Background: an optimization exercise with open tools, aiming at small area and a short achievable clock period. Do not read the settings as production practice.
RTL that was checked went through simulation tests only; none was proved equivalent to the original.

==> 12-24 <==
==> flow/design.v (excerpt) <==
module work_zyq(CLK,rst,keystat,dataout);
	input CLK;
	input rst;
	input [4:0]keystat;
	output [31:0]dataout;
	reg [31:0]dataout;
	reg [14:0]first;       
	reg [2:0]preop;        
	reg [4:0]prestat;      
	wire [14:0] second;
	zq_v4 uv(.d(dataout[15:0]), .v(second));
	wire [14:0] t;
	wire tco;              
	zq_rca #(15) usub(.a(first), .b(~second), .ci(1'b1), .s(t), .co(tco));
	wire gt = tco & |t;
	wire [14:0] mag;       
	zq_cneg #(15) uneg(.x(t), .n(~tco), .y(mag));
	wire [15:0] sum;
	zq_rca #(15) uadd(.a(first), .b(second), .ci(1'b0), .s(sum[14:0]), .co(sum[15]));
	wire [28:0] prod;
	zq_mul15 umul(.a(first), .b(second), .p(prod));
	wire [14:0] quo;
	zq_div15 udiv(.n(first), .d(second), .q(quo));
	wire is_add = preop == 3'b110;
	wire is_sub = preop == 3'b111;
	wire is_mul = preop == 3'b100;
	wire is_div = preop == 3'b101;
	wire is_none = ~preop[2];
	wire [28:0] ans = ({29{is_add}} & {13'd0, sum}) |
  ...
export LEC_CHECK = 0
export CAP_MARGIN = 20
export CORE_MARGIN = 2
export CORE_UTILIZATION = 40
export SLEW_MARGIN = 20
create_clock -name core_clock -period 220.0 [get_ports {CLK}]
standard.sh (not shown) runs the stock make flow with config.mk's settings and CLKGATE_MAP_FILE= SYNTH_SCRIPT=/design/flow/synth_recipe.tcl, a recipe that flattens the netlist after the stock synthesis.
==> flow/flow/run.sh <==
#!/bin/bash
# Own layout flow: the standard synthesis and layout, except that Yosys maps the
# logic with the area-oriented ABC script in flow/abc.script (no gate upsizing), then
# the standard layout (standard.sh) from floorplan to finish.
# Each tool's full output goes to a log file in the work folder.
set -euo pipefail
WORK=$(pwd)
FL=$WORK/flow

# synthesis script: synth_recipe.tcl with ORFS's synth.tcl swapped for a copy whose
# ABC call uses flow/abc.script
sed "s#^source \$::env(SCRIPTS_DIR)/synth_preamble.tcl#source \$::env(SCRIPTS_DIR)/synth_preamble.tcl\nset abc_args [lreplace \$abc_args 1 1 $FL/abc.script]#" \
  "$FLOW_HOME/scripts/synth.tcl" > "$WORK/own_synth.tcl"
grep -q "lreplace \$abc_args 1 1" "$WORK/own_synth.tcl"
sed "s#\$::env(SCRIPTS_DIR)/synth.tcl#$WORK/own_synth.tcl#" "$WORK/synth_recipe.tcl" > "$WORK/own_synth_recipe.tcl"
grep -q "own_synth.tcl" "$WORK/own_synth_recipe.tcl"
sed "s#SYNTH_SCRIPT=[^ ]*#SYNTH_SCRIPT=$WORK/own_synth_recipe.tcl#" "$WORK/standard.sh" > "$WORK/own_synth.sh"
grep -q "own_synth_recipe.tcl" "$WORK/own_synth.sh"

bash "$WORK/own_synth.sh" synth > "$WORK/synth.log" 2>&1
bash "$WORK/standard.sh" > "$WORK/layout.log" 2>&1
test -f "$WORK/out/final.def"
==> flow/flow/abc.script <==
strash
dch
amap
topo
==> inputs of 01-21, as changes to 12-24 <==
==> flow/run.sh (new file) <==
#!/bin/bash
# synth_recipe.tcl (not shown) runs the flow's synth.tcl, then flattens the netlist and writes it again
# the make line also repeats each setting of config.mk as NAME=value (left out here)
make -C /OpenROAD-flow-scripts/flow DESIGN_CONFIG=/design/flow/config.mk WORK_HOME=/design/flow/orfs CLKGATE_MAP_FILE= SYNTH_SCRIPT=/design/flow/synth_recipe.tcl finish
removed: flow/flow/run.sh
removed: flow/flow/abc.script
removed: flow/standard.sh
==> notes.md <==
Outcome: 12-24 finished clean; 01-21 finished clean
Final Util: 12-24 44.1%; 01-21 43.1%
Post-Place Cells: 12-24 3148; 01-21 3934
Weighted congestion at the end of routability-driven global placement: 12-24 0.949; 01-21 0.937
Critical path buffers and inverters: 12-24 16; 01-21 9
Total number of vias: 12-24 18100; 01-21 22300
Count of inserted tapcells: 12-24 664; 01-21 846
Synth Area per Inst: 12-24 8.27 sq um; 01-21 8.28 sq um
Detailed router's first-iteration violation count: 12-24 1177; 01-21 1633
Worst hold slack after final layout: 12-24 0.502 ns; 01-21 0.492 ns
Fmax: 12-24 18.2 MHz; 01-21 19.0 MHz
Number of global-route vias before repair: 12-24 18000; 01-21 22000
Detailed-routing wirelength on met1: 12-24 26700 um; 01-21 33600 um
Share of cell area taken by flip-flops and latches: 12-24 5.10%; 01-21 4.04%
Final WS setup: 12-24 165.00 ns; 01-21 167.27 ns
Die Area: 12-24 51500 sq um; 01-21 66300 sq um
No functional check of the RTL was part of any run of this note.


==> inputs of pepper <==
Another version of the RTL of work_zyq (not shown whole).
==> flow/config.mk <==
export PLATFORM = sky130hd
export DESIGN_NAME = work_zyq
export DESIGN_NICKNAME = work_zyq
export VERILOG_FILES = /design/flow/design.v
export SDC_FILE = /design/flow/constraint.sdc
export NUM_CORES = 8
export LEC_CHECK = 0
export CAP_MARGIN = 20
export CORE_MARGIN = 2
export CORE_UTILIZATION = 40
export SLEW_MARGIN = 20
==> flow/constraint.sdc <==
create_clock -name core_clock -period 220.0 [get_ports {CLK}]
set_input_delay 44.0000 -clock core_clock [delete_from_list [all_inputs] [get_ports {CLK}]]
set_output_delay 44.0000 -clock core_clock [all_outputs]
set_load 0.01 [all_outputs]
==> flow/flow/run.sh <==
#!/bin/bash
# Own layout flow: the standard synthesis and layout, except that
#  - Yosys skips the quick ABC pass inside synth (-noabc) and extracts full/half adder
#    cells only in the modules listed in flow/fa_modules.txt (kept apart until mapping,
#    then flattened like the rest);
#  - ABC maps the logic with the area-oriented script flow/abc.script (no gate upsizing),
#    except the modules in flow/fast_modules.txt (if any), mapped with ORFS's speed script;
#  - port buffers are buf_2 cells;
#  - the resizer's repair_timing aims at the slack in flow/margin.txt (the SDC's clock is
#    unchanged).
# Each tool's full output goes to a log file in the work folder.
set -euo pipefail
WORK=$(pwd)
FL=$WORK/flow
MARGIN=$(cat "$FL/margin.txt")
FAMODS=$(cat "$FL/fa_modules.txt")
FASTMODS=$(cat "$FL/fast_modules.txt" 2>/dev/null || true)

ABCCALL="  log_cmd abc {*}\$abc_args \$::env(DESIGN_NAME) $FAMODS"
if [[ -n "$FASTMODS" ]]; then
  ABCCALL="  log_cmd abc {*}\$abc_fast $FASTMODS\n$ABCCALL"
fi
sed -e "s#^source \$::env(SCRIPTS_DIR)/synth_preamble.tcl#source \$::env(SCRIPTS_DIR)/synth_preamble.tcl\nset abc_fast \$abc_args\nset abc_args [lreplace \$abc_args 1 1 $FL/abc.script]#" \
    -e "s#^  extract_fa {\*}\[dont_use_extract_fa_args\]\$#  extract_fa {*}[dont_use_extract_fa_args] $FAMODS#" \
    -e "s#^  log_cmd abc {\*}\$abc_args\$#$ABCCALL#" \
  "$FLOW_HOME/scripts/synth.tcl" > "$WORK/own_synth.tcl"
grep -q "lreplace \$abc_args 1 1" "$WORK/own_synth.tcl"
grep -q "log_cmd abc {\*}\$abc_args \$::env(DESIGN_NAME)" "$WORK/own_synth.tcl"
grep -q "extract_fa {\*}\[dont_use_extract_fa_args\] $FAMODS" "$WORK/own_synth.tcl"
sed "s#\$::env(SCRIPTS_DIR)/synth.tcl#$WORK/own_synth.tcl#" "$WORK/synth_recipe.tcl" > "$WORK/own_synth_recipe.tcl"
grep -q "own_synth.tcl" "$WORK/own_synth_recipe.tcl"
sed "s#SYNTH_SCRIPT=[^ ]*#SYNTH_SCRIPT=$WORK/own_synth_recipe.tcl#" "$WORK/standard.sh" > "$WORK/own_synth.sh"
grep -q "own_synth_recipe.tcl" "$WORK/own_synth.sh"

SYNTH_KEEP_MODULES="$FASTMODS $FAMODS" SYNTH_ARGS=-noabc bash "$WORK/own_synth.sh" synth > "$WORK/synth.log" 2>&1
export BUFFER_PORTS_ARGS="-buffer_cell sky130_fd_sc_hd__buf_2"
export SETUP_SLACK_MARGIN=$MARGIN
bash "$WORK/standard.sh" > "$WORK/layout.log" 2>&1
test -f "$WORK/out/final.def"
==> flow/flow/abc.script <==
strash
dch
amap
topo
==> flow/flow/fa_modules.txt <==
zq_mul15
==> flow/flow/fast_modules.txt <==
==> flow/flow/margin.txt <==
174.6
==> cedar (differences from pepper) <==
==> flow/flow/run.sh (replaced) <==
#!/bin/bash
# Own layout flow: the standard synthesis and layout, except that
#  - Yosys skips the quick ABC pass inside synth (-noabc), extracts full/half adder
#    cells only in the modules listed in flow/fa_modules.txt (kept apart until mapping,
#    then flattened like the rest), and maps the logic with the area-oriented ABC script
#    in flow/abc.script (no gate upsizing); the next-state module zq_ctl is mapped with
#    ORFS's speed script;
#  - port buffers are buf_2 cells;
#  - the resizer's repair_timing aims at the slack in flow/margin.txt (the SDC's clock is
#    unchanged).
# Each tool's full output goes to a log file in the work folder.
set -euo pipefail
WORK=$(pwd)
FL=$WORK/flow
MARGIN=$(cat "$FL/margin.txt")
FAMODS=$(cat "$FL/fa_modules.txt")

sed -e "s#^source \$::env(SCRIPTS_DIR)/synth_preamble.tcl#source \$::env(SCRIPTS_DIR)/synth_preamble.tcl\nset abc_fast \$abc_args\nset abc_args [lreplace \$abc_args 1 1 $FL/abc.script]#" \
    -e "s#^  extract_fa {\*}\[dont_use_extract_fa_args\]\$#  extract_fa {*}[dont_use_extract_fa_args] $FAMODS#" \
    -e "s#^  log_cmd abc {\*}\$abc_args\$#  log_cmd abc {*}\$abc_fast zq_ctl\n  log_cmd abc {*}\$abc_args \$::env(DESIGN_NAME) $FAMODS#" \
  "$FLOW_HOME/scripts/synth.tcl" > "$WORK/own_synth.tcl"
grep -q "lreplace \$abc_args 1 1" "$WORK/own_synth.tcl"
grep -q "abc_fast zq_ctl" "$WORK/own_synth.tcl"
grep -q "extract_fa {\*}\[dont_use_extract_fa_args\] $FAMODS" "$WORK/own_synth.tcl"
sed "s#\$::env(SCRIPTS_DIR)/synth.tcl#$WORK/own_synth.tcl#" "$WORK/synth_recipe.tcl" > "$WORK/own_synth_recipe.tcl"
grep -q "own_synth.tcl" "$WORK/own_synth_recipe.tcl"
sed "s#SYNTH_SCRIPT=[^ ]*#SYNTH_SCRIPT=$WORK/own_synth_recipe.tcl#" "$WORK/standard.sh" > "$WORK/own_synth.sh"
grep -q "own_synth_recipe.tcl" "$WORK/own_synth.sh"

SYNTH_KEEP_MODULES="zq_ctl $FAMODS" SYNTH_ARGS=-noabc bash "$WORK/own_synth.sh" synth > "$WORK/synth.log" 2>&1
export BUFFER_PORTS_ARGS="-buffer_cell sky130_fd_sc_hd__buf_2"
export SETUP_SLACK_MARGIN=$MARGIN
bash "$WORK/standard.sh" > "$WORK/layout.log" 2>&1
test -f "$WORK/out/final.def"
removed: flow/flow/fast_modules.txt
==> metrics.yaml <==
met2_length_um: 26200
cp_max_fo: 56
met1_usage: 0.311
synthXorXnorAreaFrac: 0.0314
status: "finished clean"
crit_arrival_ns: 45.47
final_cells: 3228
setup_slack_ns: 174.68
antenna_found_initial: 1
yosys.area_share.simple: 0.239
# the run above: cedar

==> metrics.yaml <==
status: "finished clean"
met2_length_um: 25000
antenna_found_initial: 0
setup_slack_ns: 174.60
cp_max_fo: 5
met1_usage: 0.321
final_cells: 3212
yosys.area_share.simple: 0.246
crit_arrival_ns: 45.63
# the run above: pepper

No run of this note included a check of the RTL's function; only the layout flow was run.


==> inputs of run a <==
Another version of the RTL of work_zyq (not shown whole).
clock: 220.0 ns
lec_check: 0
cap_margin: 20
core_margin: 2
core_utilization: 40
cts_buf_list: sky130_fd_sc_hd__clkbuf_8
slew_margin: 20
==> flow/flow/run.sh <==
#!/bin/bash
# Own layout flow: the standard synthesis and layout, except that
#  - Yosys skips the quick ABC pass inside synth (-noabc), extracts full/half adder
#    cells only in the modules listed in flow/fa_modules.txt (kept apart until mapping,
#    then flattened like the rest), and maps the logic with the area-oriented ABC script
#    in flow/abc.script (no gate upsizing); the modules in flow/fast_modules.txt (the key
#    decoder zq_ctl) are mapped with ORFS's speed script;
#  - no buffers for module pass-through wires (modules are flattened after mapping);
#  - port buffers are buf_2 cells;
#  - the resizer's repair_timing in each stage aims at the slack given for that stage in
#    flow/margins.txt (the SDC's clock is unchanged).
# Each tool's full output goes to a log file in the work folder.
set -euo pipefail
WORK=$(pwd)
FL=$WORK/flow
FAMODS=$(cat "$FL/fa_modules.txt")
FASTMODS=$(cat "$FL/fast_modules.txt")

sed -e "s#^source \$::env(SCRIPTS_DIR)/synth_preamble.tcl#source \$::env(SCRIPTS_DIR)/synth_preamble.tcl\nset abc_fast \$abc_args\nset abc_args [lreplace \$abc_args 1 1 $FL/abc.script]#" \
    -e "s#^  extract_fa {\*}\[dont_use_extract_fa_args\]\$#  extract_fa {*}[dont_use_extract_fa_args] $FAMODS#" \
    -e "s#^  log_cmd abc {\*}\$abc_args\$#  log_cmd abc {*}\$abc_fast $FASTMODS\n  log_cmd abc {*}\$abc_args \$::env(DESIGN_NAME) $FAMODS#" \
  "$FLOW_HOME/scripts/synth.tcl" > "$WORK/own_synth.tcl"
grep -q "lreplace \$abc_args 1 1" "$WORK/own_synth.tcl"
grep -q "abc_fast $FASTMODS" "$WORK/own_synth.tcl"
grep -q "extract_fa {\*}\[dont_use_extract_fa_args\] $FAMODS" "$WORK/own_synth.tcl"
sed "s#\$::env(SCRIPTS_DIR)/synth.tcl#$WORK/own_synth.tcl#" "$WORK/synth_recipe.tcl" > "$WORK/own_synth_recipe.tcl"
grep -q "own_synth.tcl" "$WORK/own_synth_recipe.tcl"
sed "s#SYNTH_SCRIPT=[^ ]*#SYNTH_SCRIPT=$WORK/own_synth_recipe.tcl#" "$WORK/standard.sh" > "$WORK/own_synth.sh"
grep -q "own_synth_recipe.tcl" "$WORK/own_synth.sh"

SYNTH_KEEP_MODULES="$FASTMODS $FAMODS" SYNTH_ARGS=-noabc SYNTH_INSBUF=0 bash "$WORK/own_synth.sh" synth > "$WORK/synth.log" 2>&1
export BUFFER_PORTS_ARGS="-buffer_cell sky130_fd_sc_hd__buf_2"
# the layout in stages, each stage's repair_timing with its own margin from
# flow/margins.txt (lines: stage margin)
: > "$WORK/layout.log"
while read -r STAGE M; do
  [[ -z "$STAGE" ]] && continue
  SETUP_SLACK_MARGIN=$M bash "$WORK/standard.sh" $STAGE >> "$WORK/layout.log" 2>&1 < /dev/null
done < "$FL/margins.txt"
bash "$WORK/standard.sh" >> "$WORK/layout.log" 2>&1
test -f "$WORK/out/final.def"
==> flow/flow/fast_modules.txt <==
zq_ctl
==> flow/flow/margins.txt <==
floorplan 0
place 0
cts 0
grt 174.6
Scripts as last shown in full above: flow/flow/abc.script, flow/flow/fa_modules.txt
==> run b (differences from run a) <==
--- a/flow/flow/run.sh
+++ b/flow/flow/run.sh
@@ -8,10 +8,11 @@
 #  - no buffers for module pass-through wires (modules are flattened after mapping);
 #  - port buffers are buf_2 cells;
-#  - the resizer's repair_timing in each stage aims at the slack given for that stage in
-#    flow/margins.txt (the SDC's clock is unchanged).
+#  - the resizer's repair_timing aims at the slack in flow/margin.txt (the SDC's clock is
+#    unchanged).
 # Each tool's full output goes to a log file in the work folder.
 set -euo pipefail
 WORK=$(pwd)
 FL=$WORK/flow
+MARGIN=$(cat "$FL/margin.txt")
 FAMODS=$(cat "$FL/fa_modules.txt")
 FASTMODS=$(cat "$FL/fast_modules.txt")
@@ -31,11 +32,5 @@
 SYNTH_KEEP_MODULES="$FASTMODS $FAMODS" SYNTH_ARGS=-noabc SYNTH_INSBUF=0 bash "$WORK/own_synth.sh" synth > "$WORK/synth.log" 2>&1
 export BUFFER_PORTS_ARGS="-buffer_cell sky130_fd_sc_hd__buf_2"
-# the layout in stages, each stage's repair_timing with its own margin from
-# flow/margins.txt (lines: stage margin)
-: > "$WORK/layout.log"
-while read -r STAGE M; do
-  [[ -z "$STAGE" ]] && continue
-  SETUP_SLACK_MARGIN=$M bash "$WORK/standard.sh" $STAGE >> "$WORK/layout.log" 2>&1 < /dev/null
-done < "$FL/margins.txt"
-bash "$WORK/standard.sh" >> "$WORK/layout.log" 2>&1
+export SETUP_SLACK_MARGIN=$MARGIN
+bash "$WORK/standard.sh" > "$WORK/layout.log" 2>&1
 test -f "$WORK/out/final.def"
==> flow/flow/margin.txt (new file) <==
174.6
CORE_UTILIZATION = 65   (was 40)
CTS_BUF_LIST = unset   (was sky130_fd_sc_hd__clkbuf_8)
PLACE_DENSITY = 0.8   (was unset)
removed: flow/flow/margins.txt
==> run c (differences from run a) <==
--- a/flow/flow/run.sh
+++ b/flow/flow/run.sh
@@ -8,10 +8,11 @@
 #  - no buffers for module pass-through wires (modules are flattened after mapping);
 #  - port buffers are buf_2 cells;
-#  - the resizer's repair_timing in each stage aims at the slack given for that stage in
-#    flow/margins.txt (the SDC's clock is unchanged).
+#  - the resizer's repair_timing aims at the slack in flow/margin.txt (the SDC's clock is
+#    unchanged).
 # Each tool's full output goes to a log file in the work folder.
 set -euo pipefail
 WORK=$(pwd)
 FL=$WORK/flow
+MARGIN=$(cat "$FL/margin.txt")
 FAMODS=$(cat "$FL/fa_modules.txt")
 FASTMODS=$(cat "$FL/fast_modules.txt")
@@ -31,11 +32,5 @@
 SYNTH_KEEP_MODULES="$FASTMODS $FAMODS" SYNTH_ARGS=-noabc SYNTH_INSBUF=0 bash "$WORK/own_synth.sh" synth > "$WORK/synth.log" 2>&1
 export BUFFER_PORTS_ARGS="-buffer_cell sky130_fd_sc_hd__buf_2"
-# the layout in stages, each stage's repair_timing with its own margin from
-# flow/margins.txt (lines: stage margin)
-: > "$WORK/layout.log"
-while read -r STAGE M; do
-  [[ -z "$STAGE" ]] && continue
-  SETUP_SLACK_MARGIN=$M bash "$WORK/standard.sh" $STAGE >> "$WORK/layout.log" 2>&1 < /dev/null
-done < "$FL/margins.txt"
-bash "$WORK/standard.sh" >> "$WORK/layout.log" 2>&1
+export SETUP_SLACK_MARGIN=$MARGIN
+bash "$WORK/standard.sh" > "$WORK/layout.log" 2>&1
 test -f "$WORK/out/final.def"
==> flow/flow/margin.txt (new file) <==
174.6
CORE_UTILIZATION = 75   (was 40)
PLACE_DENSITY = 0.88   (was unset)
removed: flow/flow/margins.txt
==> run d (differences from run a) <==
==> flow/flow/run.sh (replaced) <==
#!/bin/bash
# Own layout flow: the standard synthesis and layout, except that
#  - Yosys skips the quick ABC pass inside synth (-noabc), extracts full/half adder
#    cells only in the modules listed in flow/fa_modules.txt (kept apart until mapping,
#    then flattened like the rest), and maps the logic with the area-oriented ABC script
#    in flow/abc.script (no gate upsizing); the next-state module zq_ctl is mapped with
#    ORFS's speed script;
#  - no buffers for module pass-through wires (modules are flattened after mapping);
#  - port buffers are buf_2 cells;
#  - the resizer's repair_timing aims at the slack in flow/margin.txt (the SDC's clock is
#    unchanged).
# Each tool's full output goes to a log file in the work folder.
set -euo pipefail
WORK=$(pwd)
FL=$WORK/flow
MARGIN=$(cat "$FL/margin.txt")
FAMODS=$(cat "$FL/fa_modules.txt")

sed -e "s#^source \$::env(SCRIPTS_DIR)/synth_preamble.tcl#source \$::env(SCRIPTS_DIR)/synth_preamble.tcl\nset abc_fast \$abc_args\nset abc_args [lreplace \$abc_args 1 1 $FL/abc.script]#" \
    -e "s#^  extract_fa {\*}\[dont_use_extract_fa_args\]\$#  extract_fa {*}[dont_use_extract_fa_args] $FAMODS#" \
    -e "s#^  log_cmd abc {\*}\$abc_args\$#  log_cmd abc {*}\$abc_fast zq_ctl\n  log_cmd abc {*}\$abc_args \$::env(DESIGN_NAME) $FAMODS#" \
  "$FLOW_HOME/scripts/synth.tcl" > "$WORK/own_synth.tcl"
grep -q "lreplace \$abc_args 1 1" "$WORK/own_synth.tcl"
grep -q "abc_fast zq_ctl" "$WORK/own_synth.tcl"
grep -q "extract_fa {\*}\[dont_use_extract_fa_args\] $FAMODS" "$WORK/own_synth.tcl"
sed "s#\$::env(SCRIPTS_DIR)/synth.tcl#$WORK/own_synth.tcl#" "$WORK/synth_recipe.tcl" > "$WORK/own_synth_recipe.tcl"
grep -q "own_synth.tcl" "$WORK/own_synth_recipe.tcl"
sed "s#SYNTH_SCRIPT=[^ ]*#SYNTH_SCRIPT=$WORK/own_synth_recipe.tcl#" "$WORK/standard.sh" > "$WORK/own_synth.sh"
grep -q "own_synth_recipe.tcl" "$WORK/own_synth.sh"

SYNTH_KEEP_MODULES="zq_ctl $FAMODS" SYNTH_ARGS=-noabc SYNTH_INSBUF=0 bash "$WORK/own_synth.sh" synth > "$WORK/synth.log" 2>&1
export BUFFER_PORTS_ARGS="-buffer_cell sky130_fd_sc_hd__buf_2"
export SETUP_SLACK_MARGIN=$MARGIN
bash "$WORK/standard.sh" > "$WORK/layout.log" 2>&1
test -f "$WORK/out/final.def"
==> flow/flow/margin.txt (new file) <==
174.6
CORE_UTILIZATION = 55   (was 40)
CTS_BUF_LIST = unset   (was sky130_fd_sc_hd__clkbuf_8)
PLACE_DENSITY = 0.7   (was unset)
removed: flow/flow/fast_modules.txt
removed: flow/flow/margins.txt
==> notes.md <==
- Clock skew: run b < run d < run a < run c.
- Register-to-register slack: run a > run d > run b > run c.
- The highest setup slack belongs to run c, the lowest to run a.
- The lowest wire length belongs to run d, the highest to run c.
- Via count, highest first: run c, run b, run d, run a.
- Non-clock buffer count: run a > run c > run d > run b.
- Against run d, the global-route usage of run a is lower by 8.3 points.
==> figures <==
	run b	run a	run c	run d
Multi-input gate area	14,100 um2	14,100 um2	14,100 um2	14,100 um2
CP bufs+invs	3	6	2	2
Layout inverter count without the clock tree	293	295	293	294
Initial Utilization	65.9%	40.3%	76.0%	55.7%
Run status	complete, no violations	complete, no violations	complete, no violations	complete, no violations
Worst Slack Setup Final	174.64 ns	174.62 ns	174.66 ns	174.66 ns
Arr. time, crit path	45.54 ns	45.63 ns	45.58 ns	45.56 ns
Buffer count excluding the clock tree in the final layout	82	100	88	83
Vias per cell	6.39	5.75	6.76	6.16
Worst hold endpoint	dataout[28]	dataout[30]	dataout[24]	dataout[29]
Routability cong.	0.935	0.906	0.951	0.957
Final design area excluding fillers	17,400 um2	17,800 um2	17,300 um2	17,400 um2
Fraction of the cycle the final worst path needs	20.6%	20.6%	20.6%	20.6%
Final non-filler cell total	2,976	3,196	2,933	3,038
TAP cells	324	525	275	384
Wire length of the first global-routing pass	80,300 um	81,200 um	81,200 um	80,200 um
Number of optimization iterations in the first detailed-route pass	7	5	8	6

[separate check: timing with driven ports]
The flow's constraints put no driver on any port. The routed layouts listed below were extracted and timed again, unchanged, in two steps. Step 1 sets driving cells, clkbuf_16 on the clock port and buf_2 on the other inputs (assumed; they add their load-dependent delay and slew). Step 2 adds t to the input delays and takes it off the output delays; t is the mean of the earliest and latest rising clock arrival at the registers after step 1. Input paths then give back, and output paths get back, about the clock's delay inside the block. Three values: ideal, step 1, step 2; two values: the first two.
run	shift t [ns]	setup WS [ns]	worst hold slack (ns)	clock arrival spread, ns	cell pins on the clock port's net
12-24	0.349	165.004 / 165.004 / 165.004	0.502 / 0.502 / 0.502	0.008 / 0.008	1
01-21	0.358	167.266 / 167.266 / 167.266	0.492 / 0.492 / 0.492	0.022 / 0.022	1
pepper	0.358	174.602 / 174.583 / 174.225	0.486 / 0.486 / 0.486	0.018 / 0.018	1
cedar	0.343	174.684 / 174.695 / 174.352	0.472 / 0.472 / 0.472	0.012 / 0.012	1
run a	0.367	174.617 / 174.636 / 174.269	0.501 / 0.501 / 0.501	0.010 / 0.010	1
run b	0.338	174.641 / 174.655 / 174.317	0.488 / 0.488 / 0.488	0.007 / 0.007	1
run c	0.357	174.659 / 174.671 / 174.314	0.506 / 0.506 / 0.506	0.012 / 0.012	1
run d	0.335	174.655 / 174.681 / 174.346	0.473 / 0.473 / 0.473	0.008 / 0.008	1
After both steps every run listed still meets setup and hold. The setup slack of pepper, which loses most, moves by -0.019 ns with the drivers and by -0.377 ns with both steps.
